Background: an optimization exercise with open tools, aiming at small area and a short achievable clock period. Do not read the settings as production practice.
The clock input has no modelled driver; a real chip could not lean on it and would need a root buffer or a full tree.
Power figures rest on the tool's default switching activity, not on a simulated workload.

==> flow/design.v (excerpt) <==
module fifo_module #(
    parameter WIDTH = 8,
    parameter DEPTH = 16,
    parameter ADDR_WIDTH = 4
) (
    input clk,
    input rst,
    input [WIDTH-1:0] data_in,
    input write_enable,
    input read_enable,
    output reg [WIDTH-1:0] data_out,
    output reg full,
    output reg empty
);
reg [WIDTH-1:0] mem_n [0:DEPTH-1];    
reg [3:0] lo_n, hi_n;                 
reg full_q, empty_q;                  
wire [3:0] lo_d, hi_d;
wire empty_d, full_d, empty_o_d, full_o_d;
wire [DEPTH-1:0] mem_en;
fm_ctrl u_ctrl (
    .we(write_enable), .re(read_enable), .rst(rst),
    .lo_n(lo_n), .hi_n(hi_n), .empty(empty_q), .full(full_q),
    .lo_d(lo_d), .hi_d(hi_d), .empty_d(empty_d), .full_d(full_d),
    .empty_o_d(empty_o_d), .full_o_d(full_o_d)
);
always @(posedge clk) begin
    lo_n    <= lo_d;
    hi_n    <= hi_d;
    empty_q <= empty_d;
    full_q  <= full_d;
    empty   <= empty_o_d;
    full    <= full_o_d;
end
wire [WIDTH-1:0] din_n;
genvar k, b;
generate
    for (b = 0; b < WIDTH; b = b + 1) begin : g_din
        fm_inv u_inv (.a(data_in[b]), .y(din_n[b]));
    end
    for (k = 0; k < DEPTH / 2; k = k + 1) begin : g_wen
        wire en_n;
        fm_nand2b u_en_n (.a_n(full_q), .b(write_enable), .y(en_n));
        fm_inv u_en (.a(en_n), .y(mem_en[2*k]));
        assign mem_en[2*k+1] = mem_en[2*k];
    end
endgenerate
always @(posedge clk) begin
    if (mem_en[0])
        mem_n[0] <= din_n;
end
generate
    for (k = 1; k < DEPTH; k = k + 1) begin : g_shift
        always @(posedge clk) begin
            if (mem_en[k])
                mem_n[k] <= mem_n[k-1];
        end
    end
endgenerate
wire [DEPTH-1:0] sel;
generate
    for (k = 0; k < DEPTH; k = k + 1) begin : g_sel
        fm_nor2 u_sel (.a(lo_n[k % 4]), .b(hi_n[k / 4]), .y(sel[k]));
    end
endgenerate
wire [WIDTH/2-1:0] den;
generate
    for (b = 0; b < WIDTH / 2; b = b + 1) begin : g_den
        fm_nor3b u_den (.a(rst), .b(empty_q), .c_n(read_enable), .y(den[b]));
    end
endgenerate
wire [WIDTH-1:0] oldest, dout_d;
generate
  ...
Settings: LEC_CHECK=0, CAP_MARGIN=20, CORE_MARGIN=2, CORE_UTILIZATION=60, SETUP_SLACK_MARGIN=2.45, SLEW_MARGIN=20, SYNTH_HIERARCHICAL=1, SYNTH_MINIMUM_KEEP_SIZE=0; clock period 4.0 ns.
standard.sh (not shown) runs the stock make flow with config.mk's settings and CLKGATE_MAP_FILE= SYNTH_SCRIPT=/design/flow/synth_recipe.tcl, a recipe that flattens the netlist after the stock synthesis.
==> flow/flow/run.sh <==
#!/bin/bash
# The standard layout, with three changes: port buffers of a fixed small
# cell, every cell downsized after floorplanning (the repair steps size up
# what needs it), and a clock tree built by hand in place of the tool's.
set -euo pipefail
FLOW_DIR=$(cd "$(dirname "${BASH_SOURCE[0]}")" && pwd)
export BUFFER_PORTS_ARGS="-buffer_cell sky130_fd_sc_hd__buf_2"
export POST_FLOORPLAN_TCL=$FLOW_DIR/downsize.tcl
export PRE_CTS_TCL=$FLOW_DIR/cts_pre.tcl
bash standard.sh > standard.log 2>&1
Other scripts of this flow, unchanged in this note and not shown: flow/flow/cts_pre.tcl, flow/flow/downsize.tcl, flow/flow/manual_cts.tcl
Change:
SETUP_SLACK_MARGIN = 2.55   (was 2.45)
The new run finished with timing, DRC and antenna clean.
Die area stays the same.
Area after synthesis is unchanged.
Via count rises slightly.
Maximum frequency came out higher by a few percent.
Sequential power is about the same.
Cell count rose slightly.
No functional check of the RTL was part of any run of this note. In every run of this note, the design's own scripts or RTL, not TritonCTS, make the clock network.

The RTL this note starts from:
==> flow/design.v <==
module fifo_module #(
    parameter WIDTH = 8,
    parameter DEPTH = 16,
    parameter ADDR_WIDTH = 4
) (
    input clk,
    input rst,
    input [WIDTH-1:0] data_in,
    input write_enable,
    input read_enable,
    output reg [WIDTH-1:0] data_out,
    output reg full,
    output reg empty
);
reg [WIDTH-1:0] mem_n [0:DEPTH-1];    
reg [3:0] lo_n, hi_n;                 
reg full_q, empty_q;                  
wire [3:0] lo_d, hi_d;
wire empty_d, full_d, dout_en;
wire [DEPTH-1:0] mem_en;
fm_ctrl u_ctrl (
    .we(write_enable), .re(read_enable), .rst(rst),
    .lo_n(lo_n), .hi_n(hi_n), .empty(empty_q), .full(full_q),
    .lo_d(lo_d), .hi_d(hi_d), .empty_d(empty_d), .full_d(full_d),
    .dout_en(dout_en)
);
always @(posedge clk) begin
    lo_n    <= lo_d;
    hi_n    <= hi_d;
    empty_q <= empty_d;
    full_q  <= full_d;
    empty   <= empty_d;
    full    <= full_d;
end
wire [WIDTH-1:0] din_n;
genvar k, b;
generate
    for (b = 0; b < WIDTH; b = b + 1) begin : g_din
        fm_inv u_inv (.a(data_in[b]), .y(din_n[b]));
    end
    for (k = 0; k < DEPTH; k = k + 1) begin : g_wen
        wire en_n;
        fm_nand2b u_en_n (.a_n(full_q), .b(write_enable), .y(en_n));
        fm_inv u_en (.a(en_n), .y(mem_en[k]));
    end
endgenerate
always @(posedge clk) begin
    if (mem_en[0])
        mem_n[0] <= din_n;
end
generate
    for (k = 1; k < DEPTH; k = k + 1) begin : g_shift
        always @(posedge clk) begin
            if (mem_en[k])
                mem_n[k] <= mem_n[k-1];
        end
    end
endgenerate
wire [DEPTH-1:0] sel;
generate
    for (k = 0; k < DEPTH; k = k + 1) begin : g_sel
        fm_nor2 u_sel (.a(lo_n[k % 4]), .b(hi_n[k / 4]), .y(sel[k]));
    end
endgenerate
wire [WIDTH-1:0] oldest, dout_d;
generate
    for (b = 0; b < WIDTH; b = b + 1) begin : g_rd
        wire [7:0] t;
        wire [1:0] z;
        for (k = 0; k < 8; k = k + 1) begin : g_t
            fm_a22oi u_t (.a1(sel[2*k]), .a2(mem_n[2*k][b]), .b1(sel[2*k+1]), .b2(mem_n[2*k+1][b]), .y(t[k]));
        end
        fm_nand4 u_z0 (.a(t[0]), .b(t[1]), .c(t[2]), .d(t[3]), .y(z[0]));
        fm_nand4 u_z1 (.a(t[4]), .b(t[5]), .c(t[6]), .d(t[7]), .y(z[1]));
        fm_nor2 u_o (.a(z[0]), .b(z[1]), .y(oldest[b]));
        fm_mux2 u_h (.a0(data_out[b]), .a1(oldest[b]), .s(dout_en), .y(dout_d[b]));
    end
endgenerate
always @(posedge clk) begin
    data_out <= dout_d;
end
endmodule
module fm_ctrl (
    input we, input re, input rst,
    input [3:0] lo_n, input [3:0] hi_n, input empty, input full,
    output [3:0] lo_d, output [3:0] hi_d, output empty_d, output full_d,
    output dout_en
);
wire up, dn, hold, rst_n;
fm_updn u_updn (.we(we), .re(re), .empty(empty), .full(full), .up(up), .dn(dn), .hold(hold));
fm_inv u_rst (.a(rst), .y(rst_n));
wire [3:0] hi_inc, hi_dec;
genvar i;
generate
    for (i = 0; i < 4; i = i + 1) begin : g_hi
        fm_mux2 u_inc (.a0(hi_n[(i + 3) % 4]), .a1(hi_n[i]), .s(lo_n[3]), .y(hi_inc[i]));
        fm_mux2 u_dec (.a0(hi_n[(i + 1) % 4]), .a1(hi_n[i]), .s(lo_n[0]), .y(hi_dec[i]));
    end
endgenerate
wire [7:0] cur = {hi_n, lo_n};
wire [7:0] inc = {hi_inc, lo_n[2:0], lo_n[3]};
wire [7:0] dec = {hi_dec, lo_n[0], lo_n[3:1]};
wire [7:0] nxt;
generate
    for (i = 0; i < 8; i = i + 1) begin : g_h
        wire t0, t1;
        fm_a22oi u_t0 (.a1(up), .a2(inc[i]), .b1(dn), .b2(dec[i]), .y(t0));
        fm_nand2 u_t1 (.a(hold), .b(cur[i]), .y(t1));
        if (i % 4 == 3) begin : g_r0
            fm_a21oi u_o (.a1(t0), .a2(t1), .b1(rst), .y(nxt[i]));
        end else begin : g_r1
            fm_nand3 u_o (.a(t0), .b(t1), .c(rst_n), .y(nxt[i]));
        end
    end
endgenerate
assign lo_d = nxt[3:0];
assign hi_d = nxt[7:4];
wire h0, h14;
fm_nor2 u_h0 (.a(lo_n[0]), .b(hi_n[0]), .y(h0));
fm_nor2 u_h14 (.a(lo_n[2]), .b(hi_n[3]), .y(h14));
wire te, tf;
fm_a22oi u_te (.a1(empty), .a2(hold), .b1(dn), .b2(h0), .y(te));
fm_nand2 u_e (.a(te), .b(rst_n), .y(empty_d));
fm_a22oi u_tf (.a1(full), .a2(hold), .b1(up), .b2(h14), .y(tf));
fm_nor2  u_f (.a(tf), .b(rst), .y(full_d));
fm_nor3 u_den (.a(rst), .b(empty), .c(~re), .y(dout_en));
endmodule
module fm_updn (input we, input re, input empty, input full,
                output up, output dn, output hold);
wire w = we & ~full;
wire r = re & ~empty;
assign up = w & ~r;
assign dn = r & ~w;
assign hold = ~(up | dn);
endmodule
module fm_inv (input a, output y);
assign y = ~a;
endmodule
module fm_nand2 (input a, input b, output y);
assign y = ~(a & b);
endmodule
module fm_and2 (input a, input b, output y);
assign y = a & b;
endmodule
module fm_nor2 (input a, input b, output y);
assign y = ~(a | b);
endmodule
module fm_nor2b (input a, input b_n, output y);
assign y = ~a & b_n;
endmodule
module fm_nand2b (input a_n, input b, output y);
assign y = ~(~a_n & b);
endmodule
module fm_nand3 (input a, input b, input c, output y);
assign y = ~(a & b & c);
endmodule
module fm_nor3 (input a, input b, input c, output y);
assign y = ~(a | b | c);
endmodule
module fm_a21oi (input a1, input a2, input b1, output y);
assign y = ~((a1 & a2) | b1);
endmodule
module fm_nand4 (input a, input b, input c, input d, output y);
assign y = ~(a & b & c & d);
endmodule
module fm_a22oi (input a1, input a2, input b1, input b2, output y);
assign y = ~((a1 & a2) | (b1 & b2));
endmodule
module fm_mux2 (input a0, input a1, input s, output y);
assign y = s ? a1 : a0;
endmodule
export LEC_CHECK = 0
export CAP_MARGIN = 20
export CORE_MARGIN = 2
export CORE_UTILIZATION = 60
export SETUP_SLACK_MARGIN = 2.7
export SLEW_MARGIN = 20
export SYNTH_HIERARCHICAL = 1
export SYNTH_MINIMUM_KEEP_SIZE = 0
create_clock -name core_clock -period 4.0 [get_ports {clk}]
Scripts as last shown in full above: flow/flow/run.sh
Other scripts of this flow, unchanged in this note and not shown: flow/flow/cts_pre.tcl, flow/flow/downsize.tcl, flow/flow/manual_cts.tcl
==> next run, changes <==
SETUP_SLACK_MARGIN = 2.55   (was 2.7)
Wire length decreases by 5.8%.
Die area does not change.
Global-route usage drops by 0.48 points.
Worst setup slack improves by 0.054 ns.
Utilization shrinks by 4.7 points.
Sequential power stays flat.
Power decreases by 4.6%.
Cell count falls by 3.4%.
Synthesized area does not change.
No functional check of the RTL was part of any run of this note. No run of this note takes its clock network from TritonCTS; it comes from the design's own scripts or RTL.

separate check: timing with driven ports:
How much do the figures lean on ideal ports? The routed layouts below were timed once more, with nothing changed but the port constraints.
Step 1 sets driving cells, clkbuf_16 on the clock port and buf_2 on the other inputs (assumed; they add their load-dependent delay and slew).
Step 2 moves the port delays by t, midway between the first and last clock arrival at a register: inputs arrive t later, outputs are due t later. That takes back most of the time a late clock gives input paths.
Three values: ideal, step 1, step 2; two values: the first two.
| run | t (ns) | setup WS [ns] | hold WS [ns] | worst register clock-pin slew, ns |
|---|---|---|---|---|
| the first run of note 1 | 0.234 | 2.477 / 2.397 / 2.312 | 0.435 / 0.435 / 0.435 | 0.10 / 0.10 |
| the second run of note 1 | 0.232 | 2.553 / 2.459 / 2.372 | 0.432 / 0.432 / 0.432 | 0.10 / 0.10 |
| the first run of note 2 | 0.225 | 2.419 / 2.373 / 2.184 | 0.451 / 0.451 / 0.451 | 0.10 / 0.10 |
| the second run of note 2 | 0.222 | 2.473 / 2.415 / 2.270 | 0.450 / 0.450 / 0.450 | 0.09 / 0.09 |
After both steps every run listed still meets setup and hold. For the first run of note 2, which loses most, drivers alone change the setup slack by -0.046 ns; drivers and shift together by -0.235 ns.
